This design comes from an exercise in tuning for a short achievable clock period and few clock cycles on the open sky130 flow, not from production work.
RTL that was checked went through simulation tests only; none was proved equivalent to the original.
No functional check of the RTL was part of runs 1 to 3.
No activity file was given, so power comes from the tool's default toggle rates.

==> design/flow/constraint.sdc <==
create_clock -name core_clock -period 10.0 [get_ports {clock}]
set_input_delay 2.0000 -clock core_clock [delete_from_list [all_inputs] [get_ports {clock}]]
set_output_delay 2.0000 -clock core_clock [all_outputs]
set_load 0.01 [all_outputs]
==> design/flow/standard.sh <==
#!/bin/bash
# synth_recipe.tcl (not shown) runs the flow's synth.tcl, then flattens the netlist and writes it again
# the make line also repeats each setting of config.mk as NAME=value (left out here)
make -C /OpenROAD-flow-scripts/flow DESIGN_CONFIG=/design/flow/config.mk WORK_HOME=/design/flow/orfs CLKGATE_MAP_FILE= SYNTH_SCRIPT=/design/flow/synth_recipe.tcl "${@:-finish}"
==> design/flow/design.v <==
`timescale 1ns / 1ps
module MIPS_DLX(
	input         clock,
	input         reset,
	input         enable,
	output [9:0]  imem_addr,
	input  [31:0] imem_data,
	output [9:0]  dmem_addr,
	output [31:0] dmem_wdata,
	output        dmem_we,
	input  [31:0] dmem_rdata
);
reg [9:0]  pc;
reg        e_we, e_load, e_store, e_br;
reg        e_mis_eq, e_mis_ne;            
reg        e_pred, e_bne;
reg [4:0]  e_dst;
reg [9:0]  e_pc1, e_tgt;                  
reg [9:0]  e_pc;
reg        e_hit, e_spred;
reg [1:0]  e_ctr;
reg        e_fa, e_fb, e_fc;              
reg [31:0] e_a, e_b, e_c;                 
reg        e_sub, e_arith, e_and, e_or, e_xor, e_nor, e_slt, e_sltu;
reg        e_sll, e_sr, e_sra, e_big;
reg        e_ek_addi, e_ek_andi, e_ek_slt, e_ek_sltu, e_ek_ld, e_ezk;
reg [31:0] e_negimm;
reg [9:0]  x_base, x_off;                 
reg [31:0] x_wdata;
reg        m_we;
reg [4:0]  m_dst;
reg [31:0] m_res;
reg [31:0] rf [1:31];
wire [31:0] R = dmem_rdata;
assign dmem_addr  = x_base + x_off;
assign dmem_wdata = x_wdata;
assign dmem_we    = e_store & enable;
wire [31:0] a = e_fa ? m_res : e_a;
wire [31:0] b = e_fb ? m_res : e_b;
wire [31:0] c = e_fc ? m_res : e_c;
wire [31:0] cx   = c ^ {32{e_sub}};
wire [32:0] sum  = {1'b0, a} + {1'b0, cx} + {32'd0, e_sub};
wire        lt   = (a[31] ^ c[31]) ? a[31] : sum[31];
wire        ltu  = ~sum[32];
wire [4:0]  sh   = c[4:0];
wire        big  = e_big & (|c[31:5]);
wire [31:0] shl  = a << sh;
wire [32:0] shr  = $signed({e_sra & a[31], a}) >>> sh;
wire [31:0] res_shl = big ? 32'd0 : shl;
wire [31:0] res_shr = big ? {32{e_sra & a[31]}} : shr[31:0];
wire [31:0] res = ({32{e_arith}} & sum[31:0])
                | ({32{e_and}}   & (a & c))
                | ({32{e_or}}    & (a | c))
                | ({32{e_xor}}   & (a ^ c))
                | ({32{e_nor}}   & ~(a | c))
                | {31'd0, (e_slt & lt) | (e_sltu & ltu)}
                | ({32{e_sll}}   & res_shl)
                | ({32{e_sr}}    & res_shr)
                | ({32{e_load}}  & R);
wire        eq         = (a == b);
wire        taken      = eq ^ e_bne;
wire        mispredict = eq ? e_mis_eq : e_mis_ne;
wire        ezero = (e_ek_addi & (a == e_negimm)) | (e_ek_andi & ~|(a & c)) |
                    (e_ek_slt & ~lt) | (e_ek_sltu & ~ltu) | (e_ek_ld & ~|R);
wire [9:0]  sum10 = a[9:0] + cx[9:0] + {9'd0, e_sub};
wire [31:0] ins   = imem_data;
wire [5:0]  op    = ins[31:26];
wire [4:0]  rs    = ins[25:21];
wire [4:0]  rt    = ins[20:16];
wire [4:0]  rd    = ins[15:11];
wire [5:0]  funct = ins[5:0];
wire is_r    = op == 6'b000000;
wire is_j    = op == 6'b000010;
wire is_beq  = op == 6'b000100;
wire is_bne  = op == 6'b000101;
wire is_addi = op == 6'b001000;
wire is_slti = op == 6'b001010;
wire is_andi = op == 6'b001100;
wire is_ori  = op == 6'b001101;
wire is_xori = op == 6'b001110;
wire is_lw   = op == 6'b100011;
wire is_sw   = op == 6'b101011;
wire is_imm  = is_addi | is_slti | is_andi | is_ori | is_xori;
wire is_br   = is_beq | is_bne;
wire is_mem  = is_lw | is_sw;
wire [4:0] dst = is_r ? rd : rt;
wire       we  = (is_r | is_imm | is_lw) & (dst != 5'd0);
wire f_add  = is_r & (funct == 6'h20 || funct == 6'h21);
wire f_sub  = is_r & (funct == 6'h22 || funct == 6'h23);
wire f_or   = is_r & (funct == 6'h25);
wire f_xor  = is_r & (funct == 6'h26);
wire f_nor  = is_r & (funct == 6'h27);
wire f_slt  = is_r & (funct == 6'h2a);
wire f_sltu = is_r & (funct == 6'h2b);
wire f_sll  = is_r & (funct == 6'h00);
wire f_srl  = is_r & (funct == 6'h02);
wire f_sra  = is_r & (funct == 6'h03);
wire f_sllv = is_r & (funct == 6'h04);
wire f_srlv = is_r & (funct == 6'h06);
wire f_srav = is_r & (funct == 6'h07);
wire f_and  = is_r & ~(f_add | f_sub | f_or | f_xor | f_nor | f_slt | f_sltu |
                       f_sll | f_srl | f_sra | f_sllv | f_srlv | f_srav);
wire [31:0] imm = {{16{ins[15]}}, ins[15:0]};
wire [31:0] rf_a = (rs == 5'd0) ? 32'd0 : rf[rs];
wire [31:0] rf_b = (rt == 5'd0) ? 32'd0 : rf[rt];
wire        byp_a = m_we & (m_dst == rs);
wire        byp_b = m_we & (m_dst == rt);
wire [31:0] val_a = byp_a ? m_res : rf_a;
wire [31:0] val_b = byp_b ? m_res : rf_b;
wire fwd_a = e_we & (e_dst == rs);
wire fwd_b = e_we & (e_dst == rt);
wire       e_addsub = e_arith;                   
wire       stall    = is_mem & fwd_a & ~e_load & ~e_addsub;
wire [9:0] base     = fwd_a ? (e_load ? R[9:0] : sum10) : val_a[9:0];
wire [31:0] sdata   = fwd_b ? res : val_b;
wire same  = rs == rt;
wire spred = is_beq ? (same | ins[15]) : ~same;
reg [31:0]  bp_v;
reg [159:0] bp_tag;
reg [63:0]  bp_ctr;
wire [4:0] bp_i   = pc[4:0];
wire       bp_hit = bp_v[bp_i] & (bp_tag[bp_i*5 +: 5] == pc[9:5]);
wire [1:0] bp_c   = bp_ctr[bp_i*2 +: 2];
wire       dpred  = bp_hit ? bp_c[1] : spred;
wire [4:0] zr       = (rt == 5'd0) ? rs : rt;
wire       early_ok = is_br & ~same & ((rt == 5'd0) | (rs == 5'd0)) &
                      e_we & e_ezk & (e_dst == zr);
wire       pred     = early_ok ? (is_beq ? ezero : ~ezero) : dpred;
wire [9:0] pc1 = pc + 10'd1;
wire [9:0] tgt = pc + ins[9:0];
wire [9:0] f_next = stall ? pc : (is_br & pred) ? tgt : (is_j ? ins[9:0] : pc1);
assign imem_addr = pc;
always @(posedge clock) begin
	if (reset)
		pc <= 10'd0;
	else if (enable)
		pc <= mispredict ? (e_pred ? e_pc1 : e_tgt) : f_next;
end
wire kill = mispredict | stall;       
always @(posedge clock) begin
	if (reset) begin
		e_we <= 1'b0; e_load <= 1'b0; e_store <= 1'b0; e_br <= 1'b0;
		e_mis_eq <= 1'b0; e_mis_ne <= 1'b0;
	end else if (enable) begin
		e_we     <= we & ~kill;
		e_load   <= is_lw & ~kill;
		e_store  <= is_sw & ~kill;
		e_br     <= is_br & ~kill;
		e_mis_eq <= is_br & ~kill & (is_bne == pred);
		e_mis_ne <= is_br & ~kill & (is_bne != pred);
	end
end
always @(posedge clock) begin
	if (enable) begin
		e_dst    <= dst;
		e_bne    <= is_bne;
		e_pred   <= pred;
		e_pc1    <= pc1;
		e_tgt    <= tgt;
		e_pc     <= pc;
		e_hit    <= bp_hit;
		e_spred  <= spred;
		e_ctr    <= bp_c;
		e_fa     <= fwd_a;
		e_fb     <= fwd_b;
		e_fc     <= fwd_b & ~is_imm;
		e_a      <= val_a;
		e_b      <= val_b;
		e_c      <= is_imm ? imm : val_b;
		e_sub    <= f_sub | f_slt | f_sltu | is_slti;
		e_arith  <= f_add | f_sub | is_addi;
		e_and    <= f_and | is_andi;
		e_or     <= f_or | is_ori;
		e_xor    <= f_xor | is_xori;
		e_nor    <= f_nor;
		e_slt    <= f_slt | is_slti;
		e_sltu   <= f_sltu;
		e_sll    <= f_sll | f_sllv;
		e_sr     <= f_srl | f_sra | f_srlv | f_srav;
		e_sra    <= f_sra | f_srav;
		e_big    <= f_sll | f_srl | f_sra;
		e_ek_addi <= is_addi;
		e_ek_andi <= is_andi;
		e_ek_slt  <= f_slt | is_slti;
		e_ek_sltu <= f_sltu;
		e_ek_ld   <= is_lw;
		e_ezk     <= is_addi | is_andi | f_slt | is_slti | f_sltu | is_lw;
		e_negimm  <= 32'd0 - imm;
		x_base   <= base;
		x_off    <= ins[9:0];
		x_wdata  <= sdata;
	end
end
always @(posedge clock) begin
	if (reset)
		m_we <= 1'b0;
	else if (enable)
		m_we <= e_we;
end
always @(posedge clock) begin
	if (enable) begin
		m_dst <= e_dst;
		m_res <= res;
	end
end
wire [1:0] ctr0  = e_hit ? e_ctr : (e_spred ? 2'b10 : 2'b01);
wire [1:0] ctr_t = (ctr0 == 2'b11) ? 2'b11 : ctr0 + 2'b01;
wire [1:0] ctr_n = (ctr0 == 2'b00) ? 2'b00 : ctr0 - 2'b01;
wire [1:0] ctr1  = taken ? ctr_t : ctr_n;
always @(posedge clock) begin
	if (reset) begin
		bp_v <= 32'd0;
	end else if (enable && e_br) begin
		bp_v[e_pc[4:0]] <= 1'b1;
	end
end
always @(posedge clock) begin
	if (enable && e_br) begin
		bp_tag[e_pc[4:0]*5 +: 5] <= e_pc[9:5];
		bp_ctr[e_pc[4:0]*2 +: 2] <= ctr1;
	end
end
always @(posedge clock) begin
	if (enable && m_we)
		rf[m_dst] <= m_res;
end
endmodule
==> design/flow/flow/run.sh <==
#!/bin/bash
# Standard ORFS layout with delay cells kept out of the netlist and
# repair_timing asked for more setup slack than the default.
set -euo pipefail
DONT_USE="sky130_fd_sc_hd__probe_p_8 sky130_fd_sc_hd__probec_p_8 sky130_fd_sc_hd__lpflow_bleeder_1 sky130_fd_sc_hd__lpflow_clkbufkapwr_1 sky130_fd_sc_hd__lpflow_clkbufkapwr_16 sky130_fd_sc_hd__lpflow_clkbufkapwr_2 sky130_fd_sc_hd__lpflow_clkbufkapwr_4 sky130_fd_sc_hd__lpflow_clkbufkapwr_8 sky130_fd_sc_hd__lpflow_clkinvkapwr_1 sky130_fd_sc_hd__lpflow_clkinvkapwr_16 sky130_fd_sc_hd__lpflow_clkinvkapwr_2 sky130_fd_sc_hd__lpflow_clkinvkapwr_4 sky130_fd_sc_hd__lpflow_clkinvkapwr_8 sky130_fd_sc_hd__lpflow_decapkapwr_12 sky130_fd_sc_hd__lpflow_decapkapwr_3 sky130_fd_sc_hd__lpflow_decapkapwr_4 sky130_fd_sc_hd__lpflow_decapkapwr_6 sky130_fd_sc_hd__lpflow_decapkapwr_8 sky130_fd_sc_hd__lpflow_inputiso0n_1 sky130_fd_sc_hd__lpflow_inputiso0p_1 sky130_fd_sc_hd__lpflow_inputiso1n_1 sky130_fd_sc_hd__lpflow_inputiso1p_1 sky130_fd_sc_hd__lpflow_inputisolatch_1 sky130_fd_sc_hd__lpflow_isobufsrc_1 sky130_fd_sc_hd__lpflow_isobufsrc_16 sky130_fd_sc_hd__lpflow_isobufsrc_2 sky130_fd_sc_hd__lpflow_isobufsrc_4 sky130_fd_sc_hd__lpflow_isobufsrc_8 sky130_fd_sc_hd__lpflow_isobufsrckapwr_16 sky130_fd_sc_hd__lpflow_lsbuf_lh_hl_isowell_tap_1 sky130_fd_sc_hd__lpflow_lsbuf_lh_hl_isowell_tap_2 sky130_fd_sc_hd__lpflow_lsbuf_lh_hl_isowell_tap_4 sky130_fd_sc_hd__lpflow_lsbuf_lh_isowell_4 sky130_fd_sc_hd__lpflow_lsbuf_lh_isowell_tap_1 sky130_fd_sc_hd__lpflow_lsbuf_lh_isowell_tap_2 sky130_fd_sc_hd__lpflow_lsbuf_lh_isowell_tap_4 sky130_fd_sc_hd__fill_1 sky130_fd_sc_hd__fill_2 sky130_fd_sc_hd__fill_4 sky130_fd_sc_hd__fill_8  sky130_fd_sc_hd__clkdlybuf4s15_1 sky130_fd_sc_hd__clkdlybuf4s15_2 sky130_fd_sc_hd__clkdlybuf4s18_1 sky130_fd_sc_hd__clkdlybuf4s18_2 sky130_fd_sc_hd__clkdlybuf4s25_1 sky130_fd_sc_hd__clkdlybuf4s25_2 sky130_fd_sc_hd__clkdlybuf4s50_1 sky130_fd_sc_hd__clkdlybuf4s50_2 sky130_fd_sc_hd__dlygate4sd1_1 sky130_fd_sc_hd__dlygate4sd2_1 sky130_fd_sc_hd__dlygate4sd3_1 sky130_fd_sc_hd__dlymetal6s2s_1 sky130_fd_sc_hd__dlymetal6s4s_1 sky130_fd_sc_hd__dlymetal6s6s_1"
bash standard.sh "DONT_USE_CELLS=$DONT_USE" SETUP_SLACK_MARGIN=5.6 finish > standard.log 2>&1
==> design/flow/config.mk <==
export PLATFORM = sky130hd
export DESIGN_NAME = MIPS_DLX
export DESIGN_NICKNAME = MIPS_DLX
export VERILOG_FILES = /design/flow/design.v
export SDC_FILE = /design/flow/constraint.sdc
export NUM_CORES = 8
export LEC_CHECK = 0
export CAP_MARGIN = 20
export CORE_MARGIN = 2
export CORE_UTILIZATION = 40
export SLEW_MARGIN = 20
==> summary.txt, run 1 <==
Routing
  – WL final: between 200 and 300 mm
  – # DRC: 0
  – Number of routed nets with antenna violations: 0
  – Vias: ~54000
  – Vias/cell: 6.40
  – Routed wire per std cell: 33.1 um
  – First-pass DRT Iterations: 8
  – Initial DRC count: slightly above 7000

Run status
  – Status: complete, no violations

Placement
  – GPL Wtd Cong: 0.973
  – Placed Area: 0.0849 mm2
  – Port Buffers: 119
  – Detailed-placement wirelength estimate: 181 mm

Timing
  – Worst-Margin Slew: 1.24 ns
  – RSZ-0062 raised after global routing: true
  – Fmax: just over 200 MHz
  – # setup viols final: 0
  – Max Slew Vio Count: 0
  – Clk_skew: ~0.075 ns
  – Period Utilization, post-route: around 50%
  – Max-slew headroom: 17.0%
  – Final Hold Viols: 0
  – Setup_tns: 0 ns
  – Min cycle time layout: around 5.0 ns

Logic synthesis
  – Synth warn: 1
  – Area share of the largest cell type after synthesis: a little over half
  – Sequential-to-total area share from yosys stat: a little under three fifths
  – Post-Syn Area: approximately 0.081 mm2
  – Synth Area in Compound Gates: under 10%
  – Largest family of logic cells by synthesized area: multiplexers
  – XOR/XNOR Fraction of Synth Area: 2.28%
  – Adder-cell share of the synthesized area: under 10%
  – Post-synth EDFFs: 1477
  – Yosys cell types: 93
  – Syn Nets: about 5600
  – Simple-gate portion of the synthesized area: under 10%
  – Mux cell area share after synthesis: about a quarter
  – Post-Synthesis Cells: around 5400
  – Largest cells by area after synthesis: edfxtp_1, mux4_2, mux2i_1, mux2_2, ha_1
  – Post-synth ARST share: 0%
  – Yosys reg bits: roughly 1500
  – Dominant synthesized flop cell: edfxtp_1
  – Syn avg cell area: 15.0 um2
  – Yosys top cell by area: edfxtp_1

Job
  – Total of max-cap violations: 0

Floorplanning
  – Core footprint: around 0.2 mm2
  – Rows: ~170
  – Die W: 455 um
  – Area of the die: about 0.21 mm2
  – Die Height: around 450 um
  – I/O pin count: 120
  – Initial Utilization: 40.2%

Power and ir drop
  – Leak Pwr: 30.5 nW
  – Peak VDD IR: between 0.0001 and 0.00015 V
  – P per Cell Area: approximately 170 mW/mm2

Clocking
  – H-tree Lvls: 4
  – CTS tree: done
  – CTS buffer count: between 150 and 200
  – Clock root buffer: clkbuf_16
  – Clk slew on worst S/H paths: roughly 0.060 ns
  – Clk buf depth: 3
  – Clk sinks: about 1500
  – Later-pin clock latency in the skew report: 0.83 ns

Worst setup path
  – R2r setup slk: between 5 and 6 ns
  – Startpoint Class: flop
  – Setup crit end kind: output port
  – CP max FO: 2
  – Crit-path slowest cell: edfxtp_1
  – Crit path buf inv count: 1
  – Largest stage delay, worst path: between 0.4 and 0.5 ns
  – Most frequent CP cell: a21oi_2
  – Critical path class: reg2out
  – Largest delay contributor family on the critical path: compound AO/OA/AOI/OAI gates
  – CP cell instances: ha_1 -> a21o_1 -> a21oi_2 -> o21bai_1 -> a21oi_2 -> nor2b_1 -> o21a_1 -> o21ai_1 -> nand2b_1 -> a21oi_2 -> xnor2_1 -> buf_2
  – Critical path required time: 8.00 ns
  – WP data arrival: a little under 3 ns

Worst hold path
  – Hold WC Path Type: reg2reg

GRT
  – Largest net degree at the start of global routing: around 160
  – Total track usage: a little over a quarter
  – GRT overflow: 0
  – Initial antenna violation count: 22
  – First-pass GRT wire length: between 300 and 400 mm
  – Vias in the first global route: 52199

Layout
  – # fillers: approximately 17000
  – # nets final: 5880
  – Design area: 0.0934 mm2
  – Share of layout cells above drive strength 1: between 20% and 30%
  – Area grow syn2layout: 15.0%
-- final timing paths --
kind | startpoint | to | cells past startpoint
max | x_base[1] | dmem_addr[9] | 12
min | bp_v[11] | bp_v[11] | 2
max reg2reg | e_fc | x_wdata[5] | 11
min reg2reg | bp_v[11] | bp_v[11] | 2
-- kinds of logic after synthesis --
| kind of cell | count (synthesis) |
|---|---|
| flip-flops | 1526 |
| buffers and inverters | 505 |
| adder cells (fa/ha/maj) | 127 |
| AO/OA/AOI/OAI | 814 |
| multiplexers | 1219 |
| XOR/XNOR | 212 |
| AND/OR/NAND/NOR | 1003 |
-- timing repair --
item                       4_1_cts  5_1_grt
hold buffers                     0        0
setup endpoints to repair      781      343
gates cloned                    12       10
resized for setup              247      154
pin swaps                       25       44
buffers inserted                99       99
-- cell usage in the layout, fill, tap and decap left out, types with 33 or more instances in the layout --
cell type	n
edfxtp_1	1477
xnor2_1	142
o211ai_1	39
buf_6	35
clkbuf_16	177
clkinv_2	36
nor4_1	41
a22o_1	48
mux4_2	623
clkinv_1	35
o21ai_0	178
mux2i_1	305
a211oi_1	52
mux2_2	213
nand4_1	35
a21oi_1	201
xor2_1	61
buf_1	217
nor2_4	33
nor2_1	270
inv_1	88
nand3_1	79
buf_2	134
nand2_1	331
dfxtp_1	45
nor3_1	47
mux2i_4	47
ha_1	100
a31oi_1	33
-- sequential cells by signal, indices dropped and copies added (netlist names), 16 cells and up --
signal and count:
x_wdata 32, bp_tag 160, e_b 32, e_c 32, m_res 32, e_negimm 16
bp_ctr 64, rf 992, e_a 32, bp_v 32
-- cells in the mapped netlist (7+ instances only) --
cell and count:
a211o_1 15, a211oi_1 56, a21o_1 29, a21oi_1 217, a221oi_1 8, a222oi_1 28
a22o_1 48, a22oi_1 17, a31oi_1 34, a32oi_1 7, and2_1 22, and3_1 17
buf_1 89, buf_2 47, buf_4 7, buf_6 7, clkbuf_1 244, dfxtp_1 49
edfxtp_1 1477, ha_1 123, inv_1 101, inv_2 7, mux2_2 213, mux2i_1 360
mux2i_2 11, mux2i_4 11, mux4_2 623, nand2_1 331, nand2b_1 21, nand3_1 82
nand4_1 35, nand4b_1 7, nor2_1 306, nor2b_1 26, nor3_1 50, nor3b_1 8
nor4_1 49, o211ai_1 39, o21a_1 23, o21ai_0 199, o21bai_1 15, or3_1 12
or4_1 8, xnor2_1 150, xor2_1 62
-- per-stage QoR --
step           setup WS [ns]  util, %  power (W)  hold slack [ns]  instances
6_report                5.03     46.2     0.0161            0.465       8502
5_1_grt                 4.89     46.2     0.0166            0.497       8499
4_1_cts                 5.01     45.5     0.0160            0.466       8383
3_5_place_dp            3.48     42.0    0.00996            0.451       7973
3_3_place_gp            3.55     41.9    0.00994            0.442       7963
2_1_floorplan           5.51        -    0.00905            0.424       5406
-- where the power goes --
| group | leakage [nW] | total [W] | internal [W] | switching, W |
|---|---|---|---|---|
| registers | 13.7 | 0.00736 | 0.00721 | 0.000151 |
| logic | 14.3 | 0.00284 | 0.00106 | 0.00177 |
| clock network | 2.53 | 0.00592 | 0.00328 | 0.00264 |
| total | 30.5 | 0.0161 | 0.0116 | 0.00457 |
-- cell type report --
| cell class | instances | area (um2) | area share [%] |
|---|---|---|---|
| timing repair buffer | 510 | 3710 | 3.97 |
| sequential | 1526 | 45300 | 48.5 |
| inverter | 110 | 433 | 0.463 |
| multi-input combinational | 3377 | 35400 | 37.9 |
| clock inverter | 101 | 927 | 0.992 |
| clock buffer | 198 | 4270 | 4.57 |
| tap | 2672 | 3340 | 3.58 |
| antenna | 8 | 20.0 | 0.0214 |
-- layer usage --
layer	wire [um]	vias up	global-route usage [%]
li1	-	22351	-
met1	109000	28407	35.5
met2	131000	3061	41.7
met3	26600	608	4.99
met4	15400	4	12.0
met5	31	-	0
-- worst register-to-register path: stages (launching register included) --
cell      delay [ns]
edfxtp_1        0.41
buf_6           0.17
mux2i_4         0.41
buf_2           0.72
mux2i_1         0.47
mux2i_1         0.16
nand2_1         0.09
o21ai_0         0.30
o21ai_0         0.43
a21oi_1         0.17
a2111o_1        0.55
mux2_2          0.31
==> inputs of run 2 (changes only) <==
--- a/design/flow/design.v
+++ b/design/flow/design.v
@@ -206,18 +206,32 @@
 wire [1:0] ctr0  = e_hit ? e_ctr : (e_spred ? 2'b10 : 2'b01);
 wire [1:0] ctr_t = (ctr0 == 2'b11) ? 2'b11 : ctr0 + 2'b01;
 wire [1:0] ctr_n = (ctr0 == 2'b00) ? 2'b00 : ctr0 - 2'b01;
-wire [1:0] ctr1  = taken ? ctr_t : ctr_n;
+reg        u_v;
+reg [9:0]  u_pc;
+reg [1:0]  u_ctr;
+always @(posedge clock) begin
+	if (reset)
+		u_v <= 1'b0;
+	else if (enable)
+		u_v <= e_br;
+end
+always @(posedge clock) begin
+	if (enable) begin
+		u_pc  <= e_pc;
+		u_ctr <= taken ? ctr_t : ctr_n;
+	end
+end
 always @(posedge clock) begin
 	if (reset) begin
 		bp_v <= 32'd0;
-	end else if (enable && e_br) begin
-		bp_v[e_pc[4:0]] <= 1'b1;
-	end
-end
-always @(posedge clock) begin
-	if (enable && e_br) begin
-		bp_tag[e_pc[4:0]*5 +: 5] <= e_pc[9:5];
-		bp_ctr[e_pc[4:0]*2 +: 2] <= ctr1;
+	end else if (enable && u_v) begin
+		bp_v[u_pc[4:0]] <= 1'b1;
+	end
+end
+always @(posedge clock) begin
+	if (enable && u_v) begin
+		bp_tag[u_pc[4:0]*5 +: 5] <= u_pc[9:5];
+		bp_ctr[u_pc[4:0]*2 +: 2] <= u_ctr;
 	end
 end
 always @(posedge clock) begin
==> summary.txt, run 2 <==
Layout
  – # nets final: 6202 (+5.5%)
  – Top reg by flops: rf
  – Number of flip-flops in the largest register: 992 (unchanged)
  – # fillers: 17904 (+2.5%)
  – Final core utilization: 46.0% (-0.27 points)
  – Commonest non-fill, non-tap cells in the layout: edfxtp_1, mux4_2, mux2i_1, nand2_1, nor2_1
  – Share of layout cells above drive strength 1: 23.9% (-4.0 points)
  – Register area: 0.0457 mm2 (+0.83%)
  – Fin cells: 8844 (+4.0%)
  – Area grow syn2layout: 14.6%
  – Multi-input logic area: 0.0357 mm2 (+0.78%)
  – Most common cell after layout, fill and taps aside: edfxtp_1
  – Design area: 0.0939 mm2 (+0.44%)

Placement
  – Detailed-placement wirelength estimate: 186 mm (+2.9%)
  – GPL Wtd Cong: 0.979 (+0.59%)
  – Placed Area: 0.0856 mm2 (+0.80%)
  – # placed instances: 8332 (+4.5%)
  – Port Buffers: 119 (unchanged)

Clocking
  – Clock root buffer: clkbuf_16
  – CTS buffer count: 163 (+0.62%)
  – CTS tree: done
  – Clk slew on worst S/H paths: 0.06 ns (about the same)
  – Clk buf depth: 3 (unchanged)
  – Later-pin clock latency in the skew report: 0.83 ns (about the same)
  – Clk sinks: 1539 (+0.85%)
  – H-tree Lvls: 4 (unchanged)
  – Hold-fix buffers, CTS: 0 (unchanged)

Worst setup path
  – WP data arrival: 5.71 ns (+2.74 ns)
  – CP max FO: 6 (+4)
  – Critical path class: reg2reg
  – Most frequent CP cell: buf_1
  – Setup crit end kind: flop
  – Crit-path slowest cell: edfxtp_1
  – Largest stage delay, worst path: 0.39 ns (-0.04 ns)
  – Startpoint Class: flop
  – Critical path required time: 10.67 ns (+2.67 ns)

Logic synthesis
  – Dominant synthesized flop cell: edfxtp_1
  – Largest cells by area after synthesis: edfxtp_1, mux4_2, mux2i_1, mux2_2, nand2_1
  – Synth warn: 1 (unchanged)
  – Yosys cell types: 86 (-7.5%)
  – Sequential-to-total area share from yosys stat: 55.8% (about the same)
  – Syn Nets: 5928 (+5.9%)
  – Yosys reg bits: 1539 (+0.85%)
  – Yosys top cell by area: edfxtp_1
  – Most numerous cell in the Yosys netlist: edfxtp_1
  – Post-synth EDFFs: 1489 (+0.81%)
  – Area share of the largest cell type after synthesis: 54.6% (about the same)
  – Post-Syn Area: 0.0819 mm2 (+0.76%)
  – Syn avg cell area: 14.3 um2 (-5.0%)
  – Post-Synthesis Cells: 5735 (+6.1%)
  – Commonest cells post-synth: edfxtp_1, mux4_2, mux2i_1
  – Post-synth ARST share: 0% (unchanged)

Routing
  – Number of routed nets with antenna violations: 0 (unchanged)
  – Metal3 WL: 28.5 mm (+7.0%)
  – Vias/cell: 6.41 (+0.14%)
  – Routed wire per std cell: 32.8 um (-0.72%)
  – Met1 WL: 112 mm (+3.3%)
  – Initial DRC count: 7741 (+9.2%)
  – Vias: 56701 (+4.2%)
  – # DRC: 0 (unchanged)
  – WL final: 290 mm (+3.3%)
  – Met2 wire len: 135 mm (+2.9%)
  – First-pass DRT Iterations: 9 (+1)
  – Top sig layer: met4

Floorplanning
  – Initial Utilization: 40.1% (-0.10 points)
  – Die Height: 456 um (+0.38%)
  – Area of the die: 0.208 mm2 (+0.76%)
  – Core footprint: 0.204 mm2 (+1.0%)
  – Rows: 166 (+0.61%)
  – Die W: 456 um (+0.38%)
  – I/O pin count: 120 (unchanged)

GRT
  – GRT overflow: 0 (unchanged)
  – Largest net degree at the start of global routing: 191 (+20%)
  – Vias in the first global route: 54516 (+4.4%)
  – Total track usage: 27.0% (+0.60 points)
  – First-pass GRT wire length: 406 mm (+3.7%)
  – Initial antenna violation count: 20 (-9.1%)

Timing
  – Setup_tns: 0 ns (unchanged)
  – Min cycle time layout: 5.05 ns (+0.0813 ns)
  – Fmax: 198 MHz (-1.6%)
  – RSZ-0062 raised after global routing: true
  – Clk_skew: 0.0466 ns (-0.0283 ns)
  – Worst-Margin Slew: 1.23 ns (-0.00955 ns)
  – Max-slew headroom: 17.9% (+0.85 points)
  – Final Hold Viols: 0 (unchanged)
  – Period Utilization, post-route: 50.5% (+0.81 points)
  – # setup viols final: 0 (unchanged)
  – Max Slew Vio Count: 0 (unchanged)

Worst hold path
  – Hold WC Path Type: reg2reg

Power and ir drop
  – Leak Pwr: 31.1 nW (+1.8%)
  – P per Cell Area: 172 mW/mm2 (-0.15%)
  – Peak VDD IR: 0.000118 V (-13%)

Job
  – Total of max-cap violations: 0 (unchanged)

Run status
  – Status: complete, no violations
[run 2: cell count changes after synthesis, sizes merged, moves of 22 or more]
cell	delta
nand2	+95
a21oi	+48
nor2	+67
mux4	-92
mux2i	+105
a211oi	+40
a22o	-32
clkbuf	+28
a221oi	+22
[run 2: metal layers]
layer  up-vias  global-route usage, %
met2      3445                   42.5
met1     29198                   36.5
met5         -                      0
met3       642                   4.94
met4         0                   12.5
li1      23416                      -
[run 2: cell families after synthesis]
group	count (synthesis)	share of synthesized area [%]
flops	1539	55.8
mux	1227	23.5
simple gates	1156	6.29
compound gates	940	7.52
buf+inv	534	2.60
xor+xnor	212	2.27
fa+ha+maj	127	1.96
[run 2: final timing paths]
| path | end | from | slack, ns | depth (start not counted) |
|---|---|---|---|---|
| hold reg to reg | u_pc[4] | e_pc[4] | 0.41 | 0 |
| hold / removal | u_pc[4] | e_pc[4] | 0.41 | 0 |
| setup reg to reg | pc[3] | x_off[0] | 4.95 | 38 |
| setup / recovery | pc[3] | x_off[0] | 4.95 | 38 |
[run 2: layout make-up]
class | count | share of cell area [%]
Antenna cell | 12 | 0.0320
Clock buffer | 210 | 4.76
Clock inverter | 90 | 0.759
Inverter | 128 | 0.527
Multi-Input combinational cell | 3667 | 38.0
Sequential cell | 1539 | 48.7
Tap cell | 2688 | 3.58
Timing Repair Buffer | 510 | 3.61
[run 2: worst max-delay path, delay by kind of cell, from the launching register on]
| family | cells | cell delay [ns] |
|---|---|---|
| buf+inv | 29 | 2.87 |
| flops | 1 | 0.39 |
| simple gates | 4 | 0.87 |
| compound gates | 3 | 0.27 |
| mux | 1 | 0.36 |
| xor+xnor | 1 | 0.14 |
[run 2: what timing repair did]
action	CTS	global route
gates resized for setup	227	155
pin swaps	38	60
setup buffers	112	65
setup endpoints to repair	853	75
gates cloned	14	5
endpoints found under the hold margin	0	0
[run 2: power by group]
part           switching, W  leakage, nW  internal (W)  total, W
sequential         0.000163         13.8       0.00727   0.00743
combinational       0.00178         14.7       0.00103   0.00281
clock               0.00265         2.53       0.00328   0.00592
[run 2: stage by stage]
stage	total power (W)	hold slack [ns]	setup WS (ns)
floorplan	0.00908	0.400	5.35
global placement	0.00999	0.403	3.66
detailed placement	0.0100	0.408	3.63
CTS	0.0160	0.412	5.04
global route	0.0166	0.423	4.72
finish	0.0162	0.414	4.95
==> inputs of run 3 (changes only) <==
--- a/design/flow/design.v
+++ b/design/flow/design.v
@@ -25,14 +25,15 @@
 reg        e_sll, e_sr, e_sra, e_big;
 reg        e_ek_addi, e_ek_andi, e_ek_slt, e_ek_sltu, e_ek_ld, e_ezk;
 reg [31:0] e_negimm;
-reg [9:0]  x_base, x_off;                 
+reg [4:0]  x_lo, x_hi0, x_hi1;
+reg        x_c;
 reg [31:0] x_wdata;
 reg        m_we;
 reg [4:0]  m_dst;
 reg [31:0] m_res;
 reg [31:0] rf [1:31];
 wire [31:0] R = dmem_rdata;
-assign dmem_addr  = x_base + x_off;
+assign dmem_addr  = {x_c ? x_hi1 : x_hi0, x_lo};
 assign dmem_wdata = x_wdata;
 assign dmem_we    = e_store & enable;
 wire [31:0] a = e_fa ? m_res : e_a;
@@ -112,6 +113,9 @@
 wire       e_addsub = e_arith;                   
 wire       stall    = is_mem & fwd_a & ~e_load & ~e_addsub;
 wire [9:0] base     = fwd_a ? (e_load ? R[9:0] : sum10) : val_a[9:0];
+wire [5:0] a_lo     = {1'b0, base[4:0]} + {1'b0, ins[4:0]};
+wire [4:0] a_hi0    = base[9:5] + ins[9:5];
+wire [4:0] a_hi1    = base[9:5] + ins[9:5] + 5'd1;
 wire [31:0] sdata   = fwd_b ? res : val_b;
 wire same  = rs == rt;
 wire spred = is_beq ? (same | ins[15]) : ~same;
@@ -186,8 +190,10 @@
 		e_ek_ld   <= is_lw;
 		e_ezk     <= is_addi | is_andi | f_slt | is_slti | f_sltu | is_lw;
 		e_negimm  <= 32'd0 - imm;
-		x_base   <= base;
-		x_off    <= ins[9:0];
+		x_lo     <= a_lo[4:0];
+		x_c      <= a_lo[5];
+		x_hi0    <= a_hi0;
+		x_hi1    <= a_hi1;
 		x_wdata  <= sdata;
 	end
 end
@@ -235,7 +241,7 @@
 	end
 end
 always @(posedge clock) begin
-	if (enable && m_we)
+	if (m_we)
 		rf[m_dst] <= m_res;
 end
 endmodule
==> summary.txt, run 3 <==
Layout
  – Commonest non-fill, non-tap cells in the layout: edfxtp_1, nand2_1, mux4_2, mux2i_1, nor2_1
  – Share of layout cells above drive strength 1: 21.8% (-2.1 points)
  – Top reg by flops: rf
  – Area grow syn2layout: 15.3%
  – Register area: 0.0456 mm2 (-0.19%)
  – Multi-input logic area: 0.0356 mm2 (-0.22%)
  – Most common cell after layout, fill and taps aside: edfxtp_1
  – # fillers: 17890 (-0.078%)
  – Final core utilization: 46.3% (+0.34 points)
  – Design area: 0.0944 mm2 (+0.63%)
  – # nets final: 6464 (+4.2%)
  – Number of flip-flops in the largest register: 992 (unchanged)

Placement
  – Detailed-placement wirelength estimate: 190 mm (+2.0%)
  – Port Buffers: 119 (unchanged)
  – Placed Area: 0.0855 mm2 (-0.12%)
  – GPL Wtd Cong: 1.02 (+3.7%)

Clocking
  – Clk sinks: 1536 (-0.19%)
  – Clk buf depth: 3 (unchanged)
  – Later-pin clock latency in the skew report: 0.82 ns (about the same)
  – CTS buffer count: 162 (-0.61%)
  – Clock root buffer: clkbuf_16
  – H-tree Lvls: 4 (unchanged)
  – Clk slew on worst S/H paths: 0.06 ns (about the same)
  – CTS tree: done

Worst setup path
  – R2R cell count: 18 (-53%)
  – Crit-path slowest cell: mux4_2
  – RR Startpoint: e_fc
  – CP max FO: 6 (unchanged)
  – Critical path class: in2reg
  – CP endpoint: x_hi1[4]
  – CP cell instances: clkbuf_16 -> bufbuf_16 -> mux4_2 -> mux4_2 -> nor2_2 -> o41ai_2 -> buf_4 -> nor2_4 -> a21oi_1 -> ha_1 -> a21o_1 -> a21oi_2 -> xnor2_1 -> xnor2_1 -> xnor2_1
  – FF-to-FF End: pc[9]
  – Most frequent CP cell: xnor2_1
  – Startpoint Class: primary input
  – Crit. Startpoint: imem_data[21]
  – Largest stage delay, worst path: 0.53 ns (+0.14 ns)
  – WP data arrival: 5.10 ns (-0.61 ns)
  – R2r setup slk: 5.50 ns (+0.55 ns)
  – Setup crit end kind: flop
  – Critical path required time: 10.55 ns (-0.12 ns)

Logic synthesis
  – Yosys reg bits: 1536 (-0.19%)
  – Post-synth ARST share: 0% (unchanged)
  – Largest cells by area after synthesis: edfxtp_1, mux4_2, mux2i_1, nand2_1, ha_1
  – Post-Synthesis Cells: 6010 (+4.8%)
  – Synth warn: 1 (unchanged)
  – Dominant synthesized flop cell: edfxtp_1
  – Area share of the largest cell type after synthesis: 54.5% (-0.11 points)
  – Sequential-to-total area share from yosys stat: 55.7% (-0.10 points)
  – Syn avg cell area: 13.6 um2 (-4.6%)
  – Post-synth EDFFs: 1486 (-0.20%)
  – Post-Syn Area: 0.0819 mm2 (about the same)
  – Most numerous cell in the Yosys netlist: edfxtp_1
  – Syn Nets: 6206 (+4.7%)
  – Yosys top cell by area: edfxtp_1
  – Yosys cell types: 96 (+12%)
  – Commonest cells post-synth: edfxtp_1, nand2_1, mux4_2

Routing
  – Number of routed nets with antenna violations: 0 (unchanged)
  – Vias/cell: 6.47 (+0.85%)
  – First-pass DRT Iterations: 9 (unchanged)
  – # DRC: 0 (unchanged)
  – Vias: 58862 (+3.8%)
  – WL final: 299 mm (+2.8%)
  – Routed wire per std cell: 32.8 um (-0.15%)
  – Initial DRC count: 8756 (+13%)

Job
  – Total of max-cap violations: 0 (unchanged)

Floorplanning
  – Core footprint: 0.204 mm2 (-0.10%)
  – Area of the die: 0.208 mm2 (about the same)
  – I/O pin count: 120 (unchanged)
  – Die Height: 456 um (about the same)
  – Rows: 166 (unchanged)
  – Initial Utilization: 40.1% (about the same)
  – Die W: 456 um (about the same)

Worst hold path
  – Hold WC Path Type: reg2reg
  – Hold Path Cell Cnt: 0 (unchanged)

GRT
  – Largest net degree at the start of global routing: 122 (-36%)
  – Vias in the first global route: 56550 (+3.7%)
  – Total track usage: 27.6% (+0.59 points)
  – Initial antenna violation count: 18 (-10%)
  – GRT overflow: 0 (unchanged)
  – First-pass GRT wire length: 416 mm (+2.5%)

Timing
  – Worst-Margin Slew: 1.25 ns (+0.0154 ns)
  – Max Slew Vio Count: 0 (unchanged)
  – Clk_skew: 0.0604 ns (+0.0137 ns)
  – Min cycle time layout: 4.55 ns (-0.495 ns)
  – Period Utilization, post-route: 45.5% (-5.0 points)
  – Final Hold Viols: 0 (unchanged)
  – Setup_tns: 0 ns (unchanged)
  – Max-slew headroom: 17.0% (-0.94 points)
  – # setup viols final: 0 (unchanged)
  – Fmax: 220 MHz (+11%)
  – Hold Worst Slack: 0.417 ns (+0.00278 ns)
  – RSZ-0062 raised after global routing: true

Run status
  – Status: complete, no violations

Power and ir drop
  – P per Cell Area: 176 mW/mm2 (+2.0%)
  – Total power: 0.0166 W (+2.6%)
  – Peak VDD IR: 0.000190 V (+61%)
  – Leak Pwr: 31.3 nW (+0.89%)
[run 3: changes by cell type in the layout (fill, tap and decap cells not counted), moves of 30 or more]
cell	previous run	this run
o21ai_0	185	293
mux4_2	510	466
mux2i_1	450	416
mux2_2	202	129
nand2_1	424	607
nor2_1	334	304
[run 3: worst min-delay path by stage]
| stage | start | to | slack (ns) |
|---|---|---|---|
| final | e_pc[3] | u_pc[3] | 0.42 |
| after global routing | e_pc[0] | u_pc[0] | 0.42 |
| after floorplan | e_pc[0] | u_pc[0] | 0.40 |
| after global placement | e_pc[6] | u_pc[6] | 0.40 |
| after CTS | e_pc[6] | u_pc[6] | 0.42 |
| after detailed placement | e_pc[9] | u_pc[9] | 0.41 |
[run 3: what timing repair did]
action                     in CTS  in global routing
gates resized for setup       249                169
gates cloned                   25                  9
hold endpoints to repair        0                  0
setup buffers                 106                 81
pin swaps                      23                 38
hold buffers                    0                  0
setup endpoints to repair     316                 74
[run 3: critical path: cells and delay by family]
| family | cells | cell delay [ns] |
|---|---|---|
| fa+ha+maj | 1 | 0.30 |
| compound gates | 4 | 0.47 |
| xor+xnor | 3 | 0.45 |
| simple gates | 2 | 0.24 |
| buf+inv | 3 | 0.58 |
| mux | 2 | 1.04 |
[run 3: through the flow]
step | instances | setup slack (ns)
after global routing | 9103 | 5.39
after detailed placement | 8568 | 3.13
final | 9104 | 5.45
after CTS | 9000 | 5.51
after floorplan | 6010 | 4.16
after global placement | 8564 | 3.20
[run 3: layout make-up]
type / instances / area share, %
repair buffers: 518 / 4.16
inverters: 141 / 0.621
well taps: 2688 / 3.56
multi-input cells: 3907 / 37.7
diodes: 11 / 0.0291
repair inverters: 2 / 0.0146
flip-flops and latches: 1536 / 48.3
clock buffers: 207 / 4.54
clock inverters: 94 / 1.07
[run 3: per-layer routing]
layer / wire [um] / vias up / global-route usage [%]
li1: - / 24236 / -
met2: 136000 / 3908 / 42.6
met4: 17200 / 8 / 13.4
met3: 32300 / 789 / 5.86
met1: 113000 / 29921 / 37.1
met5: 46 / - / 0
[run 3: kinds of logic after synthesis]
family	Yosys count	share of synthesized area [%]
XOR/XNOR	220	2.35
buffers and inverters	574	2.88
AND/OR/NAND/NOR	1330	7.15
flip-flops	1536	55.7
multiplexers	1072	20.7
AO/OA/AOI/OAI	1148	9.22
adder cells (fa/ha/maj)	130	2.02
[run 3: power by group]
group          total, W  switching [W]  internal (W)
Clock           0.00608        0.00267       0.00340
Combinational   0.00305        0.00198       0.00107
Sequential      0.00747       0.000183       0.00729
Total            0.0166        0.00484        0.0118
==> inputs of run 4 (changes only) <==
--- a/design/flow/design.v
+++ b/design/flow/design.v
@@ -241,7 +241,7 @@
 	end
 end
 always @(posedge clock) begin
-	if (m_we)
+	if (enable && m_we)
 		rf[m_dst] <= m_res;
 end
 endmodule
==> summary.txt, run 4 <==
Clocking
  – Clk slew on worst S/H paths: 0.06 ns (about the same)
  – Clock root buffer: clkbuf_16
  – CTS tree: done
  – Clk sinks: 1536 (unchanged)
  – Clk buf depth: 3 (unchanged)
  – Later-pin clock latency in the skew report: 0.85 ns (+0.03 ns)
  – CTS buffer count: 168 (+3.7%)
  – H-tree Lvls: 4 (unchanged)

Floorplanning
  – Rows: 165 (-0.60%)
  – I/O pin count: 120 (unchanged)
  – Area of the die: 0.208 mm2 (-0.39%)
  – Core footprint: 0.203 mm2 (-0.70%)
  – Initial Utilization: 40.3% (+0.13 points)
  – Die Height: 456 um (-0.19%)
  – Die W: 456 um (-0.19%)

Timing
  – Min cycle time layout: 4.53 ns (-0.0260 ns)
  – # setup viols final: 0 (unchanged)
  – Period Utilization, post-route: 45.3% (-0.26 points)
  – Clk_skew: 0.0704 ns (+0.0100 ns)
  – Max Slew Vio Count: 0 (unchanged)
  – RSZ-0062 raised after global routing: true
  – Final Hold Viols: 0 (unchanged)
  – Fmax: 221 MHz (+0.57%)
  – Worst-Margin Slew: 1.18 ns (-0.0615 ns)
  – Max-slew headroom: 20.3% (+3.4 points)
  – Setup_tns: 0 ns (unchanged)

Routing
  – Vias: 59367 (+0.86%)
  – WL final: 302 mm (+1.1%)
  – Routed wire per std cell: 33.0 um (+0.68%)
  – Vias/cell: 6.49 (+0.42%)
  – Initial DRC count: 9120 (+4.2%)
  – First-pass DRT Iterations: 10 (+1)
  – Number of routed nets with antenna violations: 0 (unchanged)
  – # DRC: 0 (unchanged)

Logic synthesis
  – Area share of the largest cell type after synthesis: 54.7% (+0.22 points)
  – Largest cells by area after synthesis: edfxtp_1, mux4_2, mux2i_1, nand2_1, ha_1
  – Synth warn: 1 (unchanged)
  – Yosys cell types: 96 (unchanged)
  – Syn Nets: 6190 (-0.26%)
  – Yosys reg bits: 1536 (unchanged)
  – Mux cell area share after synthesis: 20.1% (-0.55 points)
  – Adder-cell share of the synthesized area: 2.03% (+0.0080 points)
  – Commonest cells post-synth: edfxtp_1, nand2_1, mux2i_1
  – Post-Syn Area: 0.0816 mm2 (-0.39%)
  – Simple-gate portion of the synthesized area: 7.03% (-0.12 points)
  – Sequential-to-total area share from yosys stat: 55.9% (+0.22 points)
  – Post-synth EDFFs: 1486 (unchanged)
  – Most numerous cell in the Yosys netlist: edfxtp_1
  – Post-synth ARST share: 0% (unchanged)
  – Syn avg cell area: 13.6 um2 (-0.13%)
  – Post-Synthesis Cells: 5994 (-0.27%)
  – XOR/XNOR Fraction of Synth Area: 2.37% (+0.020 points)
  – Dominant synthesized flop cell: edfxtp_1
  – Synth Area in Compound Gates: 9.64% (+0.43 points)
  – Yosys top cell by area: edfxtp_1
  – Largest family of logic cells by synthesized area: multiplexers

Worst setup path
  – Crit path buf inv count: 5 (+2)
  – Critical path class: in2reg
  – CP cell instances: clkbuf_16 -> buf_8 -> buf_8 -> buf_16 -> buf_6 -> mux2i_1 -> a221oi_2 -> nor2_1 -> o211ai_1 -> a32o_2 -> nor2_1 -> a21oi_1 -> ha_1 -> a21o_1 -> a21oi_2 -> xnor2_1
  – Largest delay contributor family on the critical path: compound AO/OA/AOI/OAI gates
  – Startpoint Class: primary input
  – Largest stage delay, worst path: 0.43 ns (-0.10 ns)
  – CP max FO: 6 (unchanged)
  – WP data arrival: 5.06 ns (-0.04 ns)
  – Crit-path slowest cell: o211ai_1
  – Critical path required time: 10.53 ns (-0.02 ns)
  – Setup crit end kind: flop

Run status
  – Status: complete, no violations

Power and ir drop
  – Peak VDD IR: 0.000128 V (-32%)
  – P per Cell Area: 176 mW/mm2 (about the same)
  – Leak Pwr: 31.7 nW (+1.2%)

GRT
  – GRT overflow: 0 (unchanged)
  – Initial antenna violation count: 12 (-6)
  – Vias in the first global route: 56108 (-0.78%)
  – Total track usage: 27.9% (+0.26 points)
  – Largest net degree at the start of global routing: 187 (+53%)
  – First-pass GRT wire length: 419 mm (+0.58%)

Layout
  – Share of layout cells above drive strength 1: 21.4% (-0.48 points)
  – Number of flip-flops in the largest register: 992 (unchanged)
  – # nets final: 6527 (+0.97%)
  – Fin cells: 9144 (+0.44%)
  – Commonest non-fill, non-tap cells in the layout: edfxtp_1, nand2_1, mux2i_1, mux4_2, buf_1
  – Area grow syn2layout: 16.4%
  – Top reg by flops: rf
  – Most common cell after layout, fill and taps aside: edfxtp_1

Worst hold path
  – Hold WC Path Type: reg2reg

Job
  – Total of max-cap violations: 0 (unchanged)

Placement
  – GPL Wtd Cong: 1.02 (+0.87%)
  – Detailed-placement wirelength estimate: 193 mm (+1.3%)
  – Port Buffers: 119 (unchanged)
  – # placed instances: 8545 (-0.27%)
==> run 4: final timing paths <==
check	start	endpoint	slack [ns]	depth (start not counted)
setup / recovery	imem_data[21]	x_lo[4]	5.47	16
hold / removal	e_pc[8]	u_pc[8]	0.42	0
setup reg to reg	e_fa	pc[0]	5.52	18
hold reg to reg	e_pc[8]	u_pc[8]	0.42	0
==> run 4: cells by family after synthesis <==
kind of cell / count (synthesis)
AOI/OAI and AO/OA: 1161
buffers and inverters: 573
xor gates and xnor gates: 221
and+or+nand+nor: 1305
DFF: 1536
muxes: 1068
adders and majority gates: 130
==> run 4: through the flow <==
| step | power (W) | hold slack, ns | worst slack [ns] | utilization [%] | instance area, um2 |
|---|---|---|---|---|---|
| after global placement | 0.0102 | 0.402 | 3.34 | 41.9 | 84900 |
| after floorplan | 0.00915 | 0.400 | 4.96 | - | 81900 |
| after detailed placement | 0.0102 | 0.405 | 3.33 | 42.0 | 85100 |
| after CTS | 0.0164 | 0.420 | 5.33 | 46.0 | 93100 |
| after global routing | 0.0171 | 0.430 | 5.43 | 46.9 | 94900 |
| final | 0.0167 | 0.419 | 5.47 | 46.9 | 94900 |
==> run 4: cell type report <==
type,instances,area (um2)
Sequential cell,1536,45600
Clock inverter,88,877
Multi-Input combinational cell,3899,35500
Tap cell,2672,3340
Antenna cell,3,7.51
Inverter,138,603
Timing Repair Buffer,588,4410
Clock buffer,220,4530
Fill cell,17634,108000
==> run 4: metal layers <==
layer	GRT usage (%)	vias up	routed length (um)	part of all wire [%]
met5	0.321	-	218	0.072
met3	6.51	804	34100	11
met4	12.6	12	17000	5.6
li1	-	24396	-	-
met2	43.6	4073	137000	45
met1	36.9	30082	113000	38
==> run 4: power breakdown <==
group | switching [W] | leakage (nW) | internal (W)
clock network | 0.00266 | 2.62 | 0.00347
logic | 0.00197 | 15.3 | 0.00110
registers | 0.000183 | 13.8 | 0.00728
total | 0.00481 | 31.7 | 0.0118
==> run 4: worst register-to-register path, stage by stage, from the launching register on <==
cell and delay [ns]:
edfxtp_1 0.36, buf_6 0.17, buf_16 0.20, buf_6 0.14, mux2i_4 0.37, inv_1 0.17
ha_4 0.31, a21oi_1 0.18, o211ai_1 0.16, a21oi_2 0.22, buf_2 0.20, buf_1 0.14
o32a_1 0.27, a21oi_1 0.14, nor4_4 0.37, mux2_4 0.39, a21o_4 0.25, mux2i_1 0.17
o22ai_1 0.10
==> run 4: repair_timing <==
action / 4_1_cts / 5_1_grt
endpoints found under the setup margin: 543 / 155
gates cloned: 30 / 14
hold buffers: 0 / 0
pin swaps: 35 / 65
gates resized for setup: 292 / 179
setup buffers: 126 / 116
Testbench counts of run 4, summed over its fixed seeds: cycles 30,452.
==> inputs of run 5 (changes only) <==
==> design/flow/flow/run.sh (replaced) <==
#!/bin/bash
# Standard ORFS layout with delay cells kept out of the netlist and
# repair_timing asked for more setup slack than the default.
set -euo pipefail
DONT_USE="sky130_fd_sc_hd__probe_p_8 sky130_fd_sc_hd__probec_p_8 sky130_fd_sc_hd__lpflow_bleeder_1 sky130_fd_sc_hd__lpflow_clkbufkapwr_1 sky130_fd_sc_hd__lpflow_clkbufkapwr_16 sky130_fd_sc_hd__lpflow_clkbufkapwr_2 sky130_fd_sc_hd__lpflow_clkbufkapwr_4 sky130_fd_sc_hd__lpflow_clkbufkapwr_8 sky130_fd_sc_hd__lpflow_clkinvkapwr_1 sky130_fd_sc_hd__lpflow_clkinvkapwr_16 sky130_fd_sc_hd__lpflow_clkinvkapwr_2 sky130_fd_sc_hd__lpflow_clkinvkapwr_4 sky130_fd_sc_hd__lpflow_clkinvkapwr_8 sky130_fd_sc_hd__lpflow_decapkapwr_12 sky130_fd_sc_hd__lpflow_decapkapwr_3 sky130_fd_sc_hd__lpflow_decapkapwr_4 sky130_fd_sc_hd__lpflow_decapkapwr_6 sky130_fd_sc_hd__lpflow_decapkapwr_8 sky130_fd_sc_hd__lpflow_inputiso0n_1 sky130_fd_sc_hd__lpflow_inputiso0p_1 sky130_fd_sc_hd__lpflow_inputiso1n_1 sky130_fd_sc_hd__lpflow_inputiso1p_1 sky130_fd_sc_hd__lpflow_inputisolatch_1 sky130_fd_sc_hd__lpflow_isobufsrc_1 sky130_fd_sc_hd__lpflow_isobufsrc_16 sky130_fd_sc_hd__lpflow_isobufsrc_2 sky130_fd_sc_hd__lpflow_isobufsrc_4 sky130_fd_sc_hd__lpflow_isobufsrc_8 sky130_fd_sc_hd__lpflow_isobufsrckapwr_16 sky130_fd_sc_hd__lpflow_lsbuf_lh_hl_isowell_tap_1 sky130_fd_sc_hd__lpflow_lsbuf_lh_hl_isowell_tap_2 sky130_fd_sc_hd__lpflow_lsbuf_lh_hl_isowell_tap_4 sky130_fd_sc_hd__lpflow_lsbuf_lh_isowell_4 sky130_fd_sc_hd__lpflow_lsbuf_lh_isowell_tap_1 sky130_fd_sc_hd__lpflow_lsbuf_lh_isowell_tap_2 sky130_fd_sc_hd__lpflow_lsbuf_lh_isowell_tap_4 sky130_fd_sc_hd__fill_1 sky130_fd_sc_hd__fill_2 sky130_fd_sc_hd__fill_4 sky130_fd_sc_hd__fill_8  sky130_fd_sc_hd__clkdlybuf4s15_1 sky130_fd_sc_hd__clkdlybuf4s15_2 sky130_fd_sc_hd__clkdlybuf4s18_1 sky130_fd_sc_hd__clkdlybuf4s18_2 sky130_fd_sc_hd__clkdlybuf4s25_1 sky130_fd_sc_hd__clkdlybuf4s25_2 sky130_fd_sc_hd__clkdlybuf4s50_1 sky130_fd_sc_hd__clkdlybuf4s50_2 sky130_fd_sc_hd__dlygate4sd1_1 sky130_fd_sc_hd__dlygate4sd2_1 sky130_fd_sc_hd__dlygate4sd3_1 sky130_fd_sc_hd__dlymetal6s2s_1 sky130_fd_sc_hd__dlymetal6s4s_1 sky130_fd_sc_hd__dlymetal6s6s_1"
bash standard.sh "DONT_USE_CELLS=$DONT_USE" SETUP_SLACK_MARGIN=5.0 finish > standard.log 2>&1
==> summary.txt, run 5 <==
Run status
  – Status: complete, no violations

Floorplanning
  – Rows: 165 (unchanged)
  – Core footprint: 0.203 mm2 (unchanged)
  – Initial Utilization: 40.3% (unchanged)
  – Die Height: 456 um (unchanged)
  – Area of the die: 0.208 mm2 (unchanged)
  – I/O pin count: 120 (unchanged)
  – Die W: 456 um (unchanged)

Logic synthesis
  – Sequential-to-total area share from yosys stat: 55.9% (unchanged)
  – Commonest cells post-synth: edfxtp_1, nand2_1, mux2i_1
  – Post-synth EDFFs: 1486 (unchanged)
  – Yosys reg bits: 1536 (unchanged)
  – Synth Area in Compound Gates: 9.64% (unchanged)
  – Adder-cell share of the synthesized area: 2.03% (unchanged)
  – Yosys top cell by area: edfxtp_1
  – Simple-gate portion of the synthesized area: 7.03% (unchanged)
  – Synth warn: 1 (unchanged)
  – Dominant synthesized flop cell: edfxtp_1
  – Syn avg cell area: 13.6 um2 (unchanged)
  – Post-synth ARST share: 0% (unchanged)
  – Yosys cell types: 96 (unchanged)
  – Largest cells by area after synthesis: edfxtp_1, mux4_2, mux2i_1, nand2_1, ha_1
  – Mux cell area share after synthesis: 20.1% (unchanged)
  – Most numerous cell in the Yosys netlist: edfxtp_1
  – XOR/XNOR Fraction of Synth Area: 2.37% (unchanged)
  – Post-Synthesis Cells: 5994 (unchanged)
  – Post-Syn Area: 0.0816 mm2 (unchanged)
  – Largest family of logic cells by synthesized area: multiplexers
  – Syn Nets: 6190 (unchanged)
  – Area share of the largest cell type after synthesis: 54.7% (unchanged)

Routing
  – Initial DRC count: 7722 (-15%)
  – WL final: 294 mm (-2.6%)
  – Vias/cell: 6.44 (-0.78%)
  – First-pass DRT Iterations: 10 (unchanged)
  – # DRC: 0 (unchanged)
  – Number of routed nets with antenna violations: 0 (unchanged)
  – Routed wire per std cell: 33.0 um (about the same)
  – Vias: 57434 (-3.3%)

Worst setup path
  – Critical path required time: 10.56 ns (+0.03 ns)
  – FF-to-FF End: x_wdata[26]
  – Setup crit end kind: flop
  – R2r setup slk: 4.96 ns (-0.56 ns)
  – RR Startpoint: e_fc
  – CP max FO: 46 (+40)
  – R2R cell count: 12 (-6)
  – Critical path class: reg2reg
  – WP data arrival: 5.60 ns (+0.54 ns)
  – Startpoint Class: flop

Worst hold path
  – Hold WC Path Type: reg2reg
  – Worst Hold Launch: e_pc[1]
  – Hold Path Cell Cnt: 0 (unchanged)
  – Worst Hold Endpoint: u_pc[1]

Timing
  – Min cycle time layout: 5.04 ns (+0.518 ns)
  – Worst-Margin Slew: 1.18 ns (-0.00158 ns)
  – Max-slew headroom: 21.0% (+0.65 points)
  – Clk_skew: 0.0664 ns (-0.00403 ns)
  – Max Slew Vio Count: 0 (unchanged)
  – Setup_tns: 0 ns (unchanged)
  – Final Hold Viols: 0 (unchanged)
  – Fmax: 198 MHz (-10%)
  – Setup slack after layout: 4.96 ns (-0.518 ns)
  – RSZ-0062 raised after global routing: true
  – Hold Worst Slack: 0.411 ns (-0.00817 ns)
  – Period Utilization, post-route: 50.4% (+5.2 points)
  – # setup viols final: 0 (unchanged)

Clocking
  – Clk buf depth: 3 (unchanged)
  – Clock root buffer: clkbuf_16
  – Clk slew on worst S/H paths: 0.06 ns (about the same)
  – Hold-fix buffers, CTS: 0 (unchanged)
  – Later-pin clock latency in the skew report: 0.84 ns (about the same)
  – CTS buffer count: 166 (-1.2%)
  – H-tree Lvls: 4 (unchanged)
  – Clk sinks: 1536 (unchanged)
  – CTS tree: done

GRT
  – GRT Max-Usage Layer: met2
  – Vias in the first global route: 55619 (-0.87%)
  – GRT met3 Usage: 6.15% (-0.36 points)
  – Total track usage: 27.6% (-0.30 points)
  – Initial antenna violation count: 16 (+4)
  – First-pass GRT wire length: 414 mm (-1.1%)
  – M1 GR Usage: 37.4% (+0.49 points)
  – Largest net degree at the start of global routing: 141 (-25%)
  – Grt met2 use: 42.4% (-1.2 points)
  – GRT overflow: 0 (unchanged)

Layout
  – Area grow syn2layout: 12.4%
  – Most common cell after layout, fill and taps aside: edfxtp_1
  – Top reg by flops: rf
  – Commonest non-fill, non-tap cells in the layout: edfxtp_1, nand2_1, mux2i_1, mux4_2, nor2_1
  – Number of flip-flops in the largest register: 992 (unchanged)
  – Fin cells: 8916 (-2.5%)
  – Register area: 0.0456 mm2 (about the same)
  – Final core utilization: 45.2% (-1.6 points)
  – # nets final: 6299 (-3.5%)
  – Multi-input logic area: 0.0343 mm2 (-3.4%)
  – Share of layout cells above drive strength 1: 17.8% (-3.6 points)
  – # fillers: 17911 (+1.6%)

Placement
  – Port Buffers: 119 (unchanged)
  – GPL Wtd Cong: 1.01 (-1.7%)
  – Detailed-placement wirelength estimate: 196 mm (+1.6%)
  – Worst slack at placement: 2.99 ns (-0.340 ns)
  – # placed instances: 8544 (-0.012%)

Power and ir drop
  – Peak VDD IR: 0.000205 V (+60%)
  – Leak Pwr: 30.5 nW (-4.0%)
  – P per Cell Area: 179 mW/mm2 (+2.2%)

Job
  – Total of max-cap violations: 0 (unchanged)
run 5: cell counts after synthesis:
No cell type changed its count.
run 5: power by group:
part,total [W],switching (W),internal [W]
clock network,0.00617,0.00266,0.00351
registers,0.00748,0.000203,0.00728
logic,0.00279,0.00187,0.000928
total,0.0164,0.00473,0.0117
run 5: routing by layer:
layer  vias to the layer above  routed length [um]
met2                      3245              133000
met1                     29565              118000
li1                      23930                   -
met3                       676               28300
met5                         -                 114
met4                        18               15100
run 5: metrics by stage:
stage                     instance area, um2  power (W)
after floorplan                        81700    0.00913
after CTS                              91100     0.0164
final                                  91600     0.0164
after global routing                   91600     0.0169
after detailed placement               85000     0.0102
after global placement                 84900     0.0102
run 5: cells by family (layout without fill, tap and decap cells):
logic type,count (synthesis),after routing
other cells,0,5
flops,1536,1536
mux,1068,1068
xor+xnor,221,221
compound gates,1161,1161
buf+inv,573,814
simple gates,1305,1309
fa+ha+maj,130,130
run 5: worst max-delay path, cell delays in order (launching register included):
cell	delay, ns
edfxtp_1	0.47
clkbuf_16	0.30
mux2i_4	0.44
buf_8	0.40
inv_4	0.36
o21ai_0	0.71
o21ai_0	0.24
a21oi_1	0.23
o21ai_0	0.23
o211ai_1	0.46
nand4_1	0.34
a21o_1	0.30
mux2_2	0.28
run 5: how the worst max path moves through the flow:
stage | depth (start not counted) | from | to | slack [ns]
3_3_place_gp | 18 | imem_data[22] | x_hi1[4] | 2.92
5_1_grt | 4 | enable | rf[31][22] | 4.93
2_1_floorplan | 18 | imem_data[21] | x_hi1[4] | 4.96
6_report | 12 | e_fc | x_wdata[26] | 4.96
3_5_place_dp | 18 | imem_data[22] | x_hi1[4] | 2.99
4_1_cts | 12 | e_fc | x_wdata[25] | 5.00
run 5: area by class of cell:
| class | instances | share of cell area [%] |
|---|---|---|
| tap | 2672 | 3.65 |
| sequential | 1536 | 49.8 |
| clock inverter | 99 | 1.16 |
| antenna | 5 | 0.0137 |
| timing repair buffer | 372 | 2.59 |
| clock buffer | 205 | 4.76 |
| inverter | 138 | 0.617 |
| multi-input combinational | 3889 | 37.4 |
run 5: repair_timing:
item | in CTS | in global routing
endpoints found under the setup margin | 223 | 113
pin swaps | 3 | 8
gates resized for setup | 95 | 70
cloned | 10 | 2
setup buffers | 16 | 34

port drivers added, routing unchanged:
In the flow no input, the clock included, has a driving cell. The finished layouts below were timed again as built, in two steps. Step 1 assumes that a clkbuf_16 drives the clock port and a buf_2 every other input. Step 2 adds t to the input delays and takes it off the output delays; t is the mean of the earliest and latest rising clock arrival at the registers after step 1. Input paths then give back, and output paths get back, about the clock's delay inside the block. Three values: ideal, step 1, step 2; two values: the first two.
| run | t, ns | slack for setup (ns) | worst setup path after step 2 | slew at the worst register clock pin (ns) | worst slew at a driven data input, ns |
|---|---|---|---|---|---|
| run 1 | 0.884 | 5.035 / 4.951 / 4.502 | input to register | 0.07 / 0.07 | 0.28 |
| run 2 | 0.893 | 4.953 / 4.953 / 4.357 | input to register | 0.07 / 0.07 | 0.44 |
| run 3 | 0.880 | 5.449 / 5.207 / 4.418 | input to register | 0.08 / 0.08 | 0.34 |
| run 4 | 0.904 | 5.475 / 5.328 / 4.424 | input to register | 0.07 / 0.07 | 0.28 |
| run 5 | 0.904 | 4.956 / 4.956 / 4.148 | input to register | 0.06 / 0.06 | 0.12 |
After both steps setup and hold are still met in every run listed. The setup slack of run 4, which loses most, moves by -0.147 ns with the drivers and by -1.051 ns with both steps.
